From an optimization exercise on the open Yosys and OpenROAD flow, aimed at small area; shortcuts taken in it are not production practice.
The RTL was checked by simulation tests, not by an equivalence proof against the original design.
Power and IR drop assume default switching activity.

===== design.v =====
module PongGame
(
	input CLOCK_50,
	input [3:0] KEY,
	input [9:0] SW,
	output logic [6:0] HEX0, HEX1, HEX4, HEX5,
	output logic VGA_BLANK_N,
	output logic VGA_SYNC_N,
	output logic VGA_HS,
	output logic VGA_VS,
	output logic [7:0] VGA_R,
	output logic [7:0] VGA_G,
	output logic [7:0] VGA_B
);
	wire rst = SW[9];
	function automatic [12:0] addc(input [12:0] a, input [12:0] b, input cin);
		logic c;
		c = cin;
		for (int i = 0; i < 13; i++) begin
			addc[i] = a[i] ^ b[i] ^ c;
			c = (a[i] & b[i]) | (a[i] & c) | (b[i] & c);
		end
	endfunction
	function automatic [12:0] incr(input [12:0] a);
		logic c;
		c = 1'b1;
		for (int i = 0; i < 13; i++) begin
			incr[i] = a[i] ^ c;
			c = c & a[i];
		end
	endfunction
	function automatic [12:0] updn(input [12:0] a, input up);
		logic c;
		c = 1'b1;
		for (int i = 0; i < 13; i++) begin
			updn[i] = a[i] ^ c;
			c = c & (a[i] ~^ up);
		end
	endfunction
	logic [10:0] hp;
	logic [ 9:0] vp;
	logic        rd;
	wire hEnd = hp[10] & hp[4];
	wire vEnd = vp[9] & vp[7] & vp[4] & vp[3] & vp[1];
	wire [12:0] hInc = incr({2'b00, hp});
	wire [12:0] vInc = incr({3'b000, vp});
	wire [10:0] hCount = (rd | hEnd) ? 11'd0 : hInc[10:0];
	wire [ 9:0] vCount = (rd | vEnd) ? 10'd0 : (hEnd ? vInc[9:0] : vp);
	always_ff @(posedge CLOCK_50) begin
		rd <= rst;
		hp <= hCount;
		vp <= vCount;
	end
	wire vVis = (vp < 10'd600);
	wire hSyncOn = (hp >= 11'd856) & (hp < 11'd976);
	wire vSyncOn = (vp >= 10'd637) & (vp < 10'd643);
	assign VGA_BLANK_N = (hp < 11'd800) & vVis;
	assign VGA_HS = ~hSyncOn;
	assign VGA_VS = ~vSyncOn;
	assign VGA_SYNC_N = ~(hSyncOn | vSyncOn);
	logic [7:0] tsr;
	wire tz = ~|tsr[6:0];
	always_ff @(posedge CLOCK_50) begin
		if (rst) tsr <= 8'd0;
		else     tsr <= {tsr[6:0], tsr[7] ^ tsr[5] ^ tsr[4] ^ tsr[3] ^ tz};
	end
	wire tick = tsr[7] & tz;
	logic [8:0] pl, pr;
	logic [2:0] dl, dr;
	wire [12:0] ylw = addc({4'd0, pl}, {{10{dl[2]}}, dl}, 1'b0);
	wire [12:0] yrw = addc({4'd0, pr}, {{10{dr[2]}}, dr}, 1'b0);
	wire  [8:0] yl = ylw[8:0];
	wire  [8:0] yr = yrw[8:0];
	function automatic [2:0] padMove(input [8:0] y, input up, input down);
		if (y == 9'd0)        padMove = 3'd2;
		else if (y[8] & y[7] & y[6] & y[1] & y[0])  padMove = 3'b110;	 
		else if (up & ~down)  padMove = 3'b111;
		else if (down & ~up)  padMove = 3'b001;
		else                  padMove = 3'b000;
	endfunction
	always_ff @(posedge CLOCK_50) begin
		if (rst) begin
			pl <= 9'd225; dl <= 3'd0;
			pr <= 9'd225; dr <= 3'd0;
		end else if (tick) begin
			pl <= yl; dl <= padMove(yl, ~KEY[3], ~KEY[2]);
			pr <= yr; dr <= padMove(yr, ~KEY[1], ~KEY[0]);
		end
	end
	logic [9:0]  bx;
	logic [10:0] by;
	logic xdir, ydir;
	logic [2:0] lTen, rTen;
	logic [3:0] lOne, rOne;
	logic lInc, rInc;
	wire byWrap = (by >= 11'd2028);
	wire [8:0] pSel = bx[9] ? pr : pl;
	wire [12:0] ew = addc({2'b00, by}, ~{4'b0000, pSel}, 1'b1);
	wire signed [12:0] e = ew;
	wire c1 = (e >= 0) & (e <= 130);
	wire c2 = (e >= 0) & (e <= 150);
	wire c3 = byWrap ? (e >= 2028) : ((e >= -20) & (e <= 130));
	wire isL  = (bx <= 10'd80);
	wire isR  = (bx >= 10'd700);
	wire in23 = ((bx >= 10'd10) & isL) | (isR & (bx <= 10'd770));
	wire scL = (bx <= 10'd1);
	wire scR = (bx >= 10'd780);
	wire [12:0] bxN = updn({3'b000, bx}, xdir);
	wire [12:0] byN = updn({2'b00, by}, ydir);
	function automatic [6:0] bcdInc(input [6:0] v);
		if (v == {3'd6, 4'd3})   bcdInc = 7'd0;
		else if (v[3:0] == 4'd9) bcdInc = {v[6:4] + 3'd1, 4'd0};
		else                     bcdInc = {v[6:4], v[3:0] + 4'd1};
	endfunction
	always_ff @(posedge CLOCK_50) begin
		if (rst) begin
			bx <= 10'd390; by <= 11'd290; xdir <= 1'b0; ydir <= 1'b1;
			{lTen, lOne} <= 7'd0; {rTen, rOne} <= 7'd0;
			lInc <= 1'b0; rInc <= 1'b0;
		end else if (tick) begin
			if (scL | scR) begin
				bx <= 10'd390; by <= 11'd290; ydir <= 1'b1;
				xdir <= ~scL;
			end else begin
				bx <= bxN[9:0];
				by <= byN[10:0];
				if ((isL | isR) & c1) xdir <= isL;
				if (in23 & ~((isL | isR) & c1) & c2) ydir <= 1'b1;
				else if (in23 & ~((isL | isR) & c1) & c3) ydir <= 1'b0;
				else if ((by >= 11'd580) & ~byWrap) ydir <= 1'b0;
				else if (by <= 11'd1) ydir <= 1'b1;
			end
			rInc <= scL;
			lInc <= scR & ~scL;
			if (rInc) {rTen, rOne} <= bcdInc({rTen, rOne});
			if (lInc) {lTen, lOne} <= bcdInc({lTen, lOne});
		end
	end
	wire [12:0] dxw = addc({2'b00, hp}, ~{3'b000, bx}, 1'b1);
	wire [12:0] dyw = addc({3'b000, vp}, ~{2'b00, by}, 1'b1);
	wire signed [11:0] dxB = dxw[11:0];
	wire signed [11:0] dyB = dyw[11:0];
	wire drawBall = (dxB >= 1) & (dxB <= 19) & (dyB >= 1) & (dyB <= 19);
	wire xL = (hp > 11'd30) & (hp < 11'd80);
	wire xR = (hp > 11'd720) & (hp < 11'd770);
	wire [8:0] yPad = hp[9] ? yr : yl;
	wire [12:0] dpw = addc({3'b000, vp}, ~{4'b0000, yPad}, 1'b1);
	wire signed [10:0] dyP = dpw[10:0];
	wire yIn = (dyP >= 1) & (dyP <= 149);
	wire drawPaddleL = xL & yIn;
	wire drawPaddleR = xR & yIn;
	wire drawHalfLine = (hp > 11'd395) & (hp < 11'd405) & (vp != 10'd0);
	wire dB = drawBall & vVis;
	wire dL = drawPaddleL & vVis;
	wire dR = drawPaddleR & vVis;
	wire dH = drawHalfLine & vVis;
	always_comb begin
		if (dB)      {VGA_R, VGA_G, VGA_B} = {8'hFF, 8'h00, 8'h00};
		else if (dL) {VGA_R, VGA_G, VGA_B} = {8'hFF, 8'h7B, 8'h00};
		else if (dR) {VGA_R, VGA_G, VGA_B} = {8'h00, 8'hFF, 8'hF7};
		else if (dH) {VGA_R, VGA_G, VGA_B} = {8'hFF, 8'hFF, 8'hFF};
		else         {VGA_R, VGA_G, VGA_B} = {8'h00, 8'h00, 8'h00};
	end
	localparam [69:0] SEGS = {7'b1101111, 7'b1111111, 7'b0000111, 7'b1111101, 7'b1101101,
	                          7'b1100110, 7'b1001111, 7'b1011011, 7'b0000110, 7'b0111111};
	function automatic [6:0] seg(input [3:0] v);
		seg = SEGS[(v[3] ? {3'b100, v[0]} : v) * 7 +: 7];
	endfunction
	assign HEX0 = ~seg(rOne);
	assign HEX1 = (rTen == 3'd0) ? 7'h7F : ~seg({1'b0, rTen});
	assign HEX4 = ~seg(lOne);
	assign HEX5 = (lTen == 3'd0) ? 7'h7F : ~seg({1'b0, lTen});
endmodule

===== run.sh =====
#!/bin/bash
# synth_recipe.tcl (not shown) runs the flow's synth.tcl, then flattens the netlist and writes it again
# the make line also repeats each setting of config.mk as NAME=value (left out here)
make -C /OpenROAD-flow-scripts/flow DESIGN_CONFIG=/design/flow/config.mk WORK_HOME=/design/flow/orfs CLKGATE_MAP_FILE= SYNTH_SCRIPT=/design/flow/synth_recipe.tcl finish

===== config.mk =====
export PLATFORM = sky130hd
export DESIGN_NAME = PongGame
export DESIGN_NICKNAME = PongGame
export VERILOG_FILES = /design/flow/design.v
export SDC_FILE = /design/flow/constraint.sdc
export NUM_CORES = 4
export LEC_CHECK = 0
export CAP_MARGIN = 20
export CORE_MARGIN = 2
export CORE_UTILIZATION = 40
export SLEW_MARGIN = 20

===== constraint.sdc =====
create_clock -name core_clock -period 20.0 [get_ports {CLOCK_50}]
set_input_delay 4.0000 -clock core_clock [delete_from_list [all_inputs] [get_ports {CLOCK_50}]]
set_output_delay 4.0000 -clock core_clock [all_outputs]
set_load 0.01 [all_outputs]

==> results.py <==
metrics = {
    "logic_synthesis": {
        "synthesis.area_sq_um": 7129,
        "synth_nets": 965,
        "synth_most_common_cell": "nand2_1",
        "synth_flop_cell": "dfxtp_1",
        "netlist_instances": 848,
        "synth_edf_count": 0,
        "synth_area_leaders": "dfxtp_1, fa_1, ha_1, nand2_1, nor2_1",
        "ys_ff_latch": 93,
        "ys_async_sr_fraction": 0,
        "yosysSeqAreaShare": 0.2611,
        "synth.avg_cell_area_sq_um": 8.407,
        "synth.top_cell.area_share": 0.2611,
        "synth_warnings": 1,
        "yosysTopAreaCell": "dfxtp_1",
        "ys_top_cells_by_count": "nand2_1, dfxtp_1, nor2_1, inv_1, ha_1",
        "ys_types": 62,
    },
    "floorplanning": {
        "io_pins": 71,
        "core_area_sq_um": 17360,
        "fp.dieW_um": 137.5,
        "die_area_sq_um": 18910,
        "row_count": 48,
        "initial_core_util": 0.4108,
        "die_h_um": 137.5,
    },
    "routing": {
        "wl_met1_mm": 7.733,
        "vias": 5607,
        "drt_iter0_drc": 240,
        "top_layer_used": "met4",
        "drt-total-wl_mm": 15.94,
        "wl_met2_mm": 7.466,
        "remaining_drc_errors": 0,
        "drtAntennaViolNets": 0,
        "post_drt_wl_per_cell_um": 14.52,
        "vias_per_cell": 5.107,
        "wl_met3_um": 597,
        "drtPass1Iterations": 5,
    },
    "global_route": {
        "grt_pass1_vias": 5362,
        "gr-usage-all-layers": 0.1778,
        "overflow": 0,
        "antenna_found_initial": 0,
        "grt_start_max_net_pins": 57,
        "grt_pass1_wl_mm": 26.48,
    },
    "clock_tree": {
        "postCtsSetupRepairBufs": 0,
        "cts_resized": 0,
        "path_clk_slew_ns": 0.07,
        "cts-root-buf": "clkbuf_16",
        "clockBufferDepth": 2,
        "clk_latency_ns": 0.35,
        "cts_buffers": 9,
        "cts_hold_buf": 0,
        "cts_tree": "done",
        "htree_levels": 3,
        "clock_sinks": 93,
    },
    "sta": {
        "max_freq_mhz": 94.02,
        "setup_viol": 0,
        "slew_headroom": 0.4737,
        "slew_violations": 0,
        "finalHoldViolations": 0,
        "fin_crit_sh": 0.5318,
        "finClkSkew_ns": 0.008802,
        "fin_setup_tns_ns": 0,
        "whs_ns": 0.4568,
        "worst_pin_slew_ns": 0.7884,
        "finalCriticalPeriod_ns": 10.64,
        "rsz0062_at_grt": "false",
    },
    "pwr": {
        "power_mw": 0.3803,
        "internal_power_mw": 0.2958,
        "pwr-share-clk": 0.475,
        "seqPwrFrac": 0.495,
        "ir_drop_mv": 0.04516,
        "cellLeakagePower_nw": 3.094,
        "sw_frac_of_total": 0.2221,
        "power.density_nw_per_um2": 47.10,
        "p_comb_frac": 0.029,
        "p_switching_mw": 0.08446,
    },
    "worst_setup_path": {
        "cp-end-kind": "output port",
        "path_buf_inv": 4,
        "required_ns": 16.00,
        "startpoint_type": "flip-flop",
        "timing.critical_path.max_delay_family": "adder cells",
        "crit_slowest_cell": "clkdlybuf4s50_1",
        "worstPathCellList": "ha_1 > inv_1 > fa_1 > fa_1 > fa_1 > fa_1 > fa_1 > inv_1 > fa_1 > inv_1 > fa_1 > fa_1 > fa_1 > nor4b_1 > nand4b_1 > a311oi_1 > o21a_1 > nand2b_1 > clkdlybuf4s50_1",
        "path_max_fanout": 8,
        "critPathMaxStageDelay_ns": 0.60,
        "cp.arrival_ns": 6.64,
        "crit_type": "reg2out",
        "crit_path_frequent_cell": "fa_1",
    },
    "final_layout": {
        "antenna_cells": 0,
        "stdcell_count": 1098,
        "final_layout_size_suffix_gt1_frac": 0.04467,
        "finalInstanceArea_sq_um": 8074,
        "areaGrowthSynthToFinish_pct": 13.25,
        "final.fill_count": 1702,
        "fin_nets": 985,
    },
    "job": {
        "maxCapViolations": 0,
    },
    "placement": {
        "dp_hpwl_mm": 11.94,
        "portBuffers": 61,
        "dpl_cell_area_sq_um": 7762,
        "dp.cells": 1082,
        "gp_congestion": 0.8063,
    },
    "worst_hold_path": {
        "hold_path.class": "reg2reg",
    },
    "status": {
        "status": "timing/DRC/antenna clean",
    },
}
-- routing by layer --
layer  up-vias  global-route usage
li1       2901                   -
met1      2634              0.2386
met2        63              0.2913
met3         9             0.04121
met4         0             0.03952
met5         -                   0
-- layout by cell type (no fill, tap or decap), types with 4 or more instances in the layout --
cell,synthesis,final
ha_1,54,54
nand2_1,104,104
a211oi_1,11,11
o211ai_1,5,5
mux2i_1,9,9
dfxtp_1,93,93
and3_1,8,8
a21o_1,4,4
nand4b_1,5,5
nor2_1,91,91
nand3b_1,8,8
nor2b_1,11,11
nor3_1,20,20
xor2_1,8,8
and2_1,11,11
a31oi_1,4,4
nand4_1,12,12
nand2b_1,8,8
mux2_2,12,12
inv_1,74,74
buf_4,19,4
nor4_1,14,14
o31a_1,5,5
xnor2_1,30,30
clkbuf_16,0,9
o21ai_0,27,27
a21oi_1,48,48
nand3_1,10,9
nor4b_1,4,4
fa_1,48,48
or3_1,5,5
clkdlybuf4s50_1,0,60
-- kinds of logic (layout without fill, tap and decap cells) --
kind of cell | count (synthesis) | in the layout | share of synthesized area
adders and majority gates | 102 | 102 | 0.2296
buffers and inverters | 130 | 155 | 0.07950
muxes | 21 | 21 | 0.03159
DFF | 93 | 93 | 0.2611
xor gates and xnor gates | 39 | 39 | 0.04984
AOI/OAI and AO/OA | 136 | 136 | 0.1220
and+or+nand+nor | 327 | 327 | 0.2264
-- final timing paths --
path,endpoint,slack (ns),from,cells past startpoint
worst max-delay path,VGA_R[6],9.36,by[0]$_SDFFE_PP0P_,19
worst min-delay path,tsr[7]$_SDFF_PP0_,0.46,tsr[6]$_SDFF_PP0_,1
worst max register to register,xdir$_SDFFE_PP0P_,13.96,bx[9]$_SDFFE_PP0P_,20
worst min register to register,tsr[7]$_SDFF_PP0_,0.46,tsr[6]$_SDFF_PP0_,1
-- flip-flops by register name, indices dropped and copies added, names as in the netlist, 4 cells and up --
name  flops
tsr       8
lOne      4
pr        9
rOne      4
hp       11
by       11
vp       10
pl        9
bx       10
-- metrics by stage --
| stage | worst slack (ns) | utilization |
|---|---|---|
| floorplan | 10.59 | - |
| global placement | 9.776 | 0.4472 |
| detailed placement | 9.749 | 0.4472 |
| CTS | 9.345 | 0.4652 |
| global route | 8.960 | 0.4652 |
| finish | 9.364 | 0.4652 |
-- power groups by stage --
stage                     Sequential [mW]  Clock [mW]  Combinational (mW)
after floorplan                     0.192           0             0.00810
after global placement              0.193           0              0.0114
after detailed placement            0.193           0              0.0113
after CTS                           0.188       0.185              0.0114
after global routing                0.189       0.193              0.0129
final                               0.188       0.181              0.0112
-- cell type report --
| cell class | instances | area, sq um | area share |
|---|---|---|---|
| inverters | 74 | 277.8 | 0.03440 |
| repair buffers | 65 | 635.6 | 0.07872 |
| clock inverters | 4 | 55.05 | 0.006819 |
| flip-flops and latches | 93 | 1862 | 0.2306 |
| multi-input cells | 625 | 4706 | 0.5828 |
| clock buffers | 12 | 256.5 | 0.03177 |
| well taps | 225 | 281.5 | 0.03487 |

port drivers added, routing unchanged:
The results above use ideal ports. As a check the final layout listed here was re-extracted and re-timed, cells and wires unchanged.
Step 1 assumes that a clkbuf_16 drives the clock port and a buf_2 every other input.
Step 2 adds t to the input delays and takes it off the output delays; t is the mean of the earliest and latest rising clock arrival at the registers after step 1. Input paths then give back, and output paths get back, about the clock's delay inside the block.
Slacks: ideal / step 1 / step 2; pairs: ideal / step 1.
t (ns): 0.388
setup WS [ns]: 9.364 / 9.322 / 9.710
worst data-port slew with drivers (ns): 0.03
After both steps setup and hold are still met in this run. The setup slack of this run moves by -0.042 ns with the drivers and by +0.346 ns with both steps.
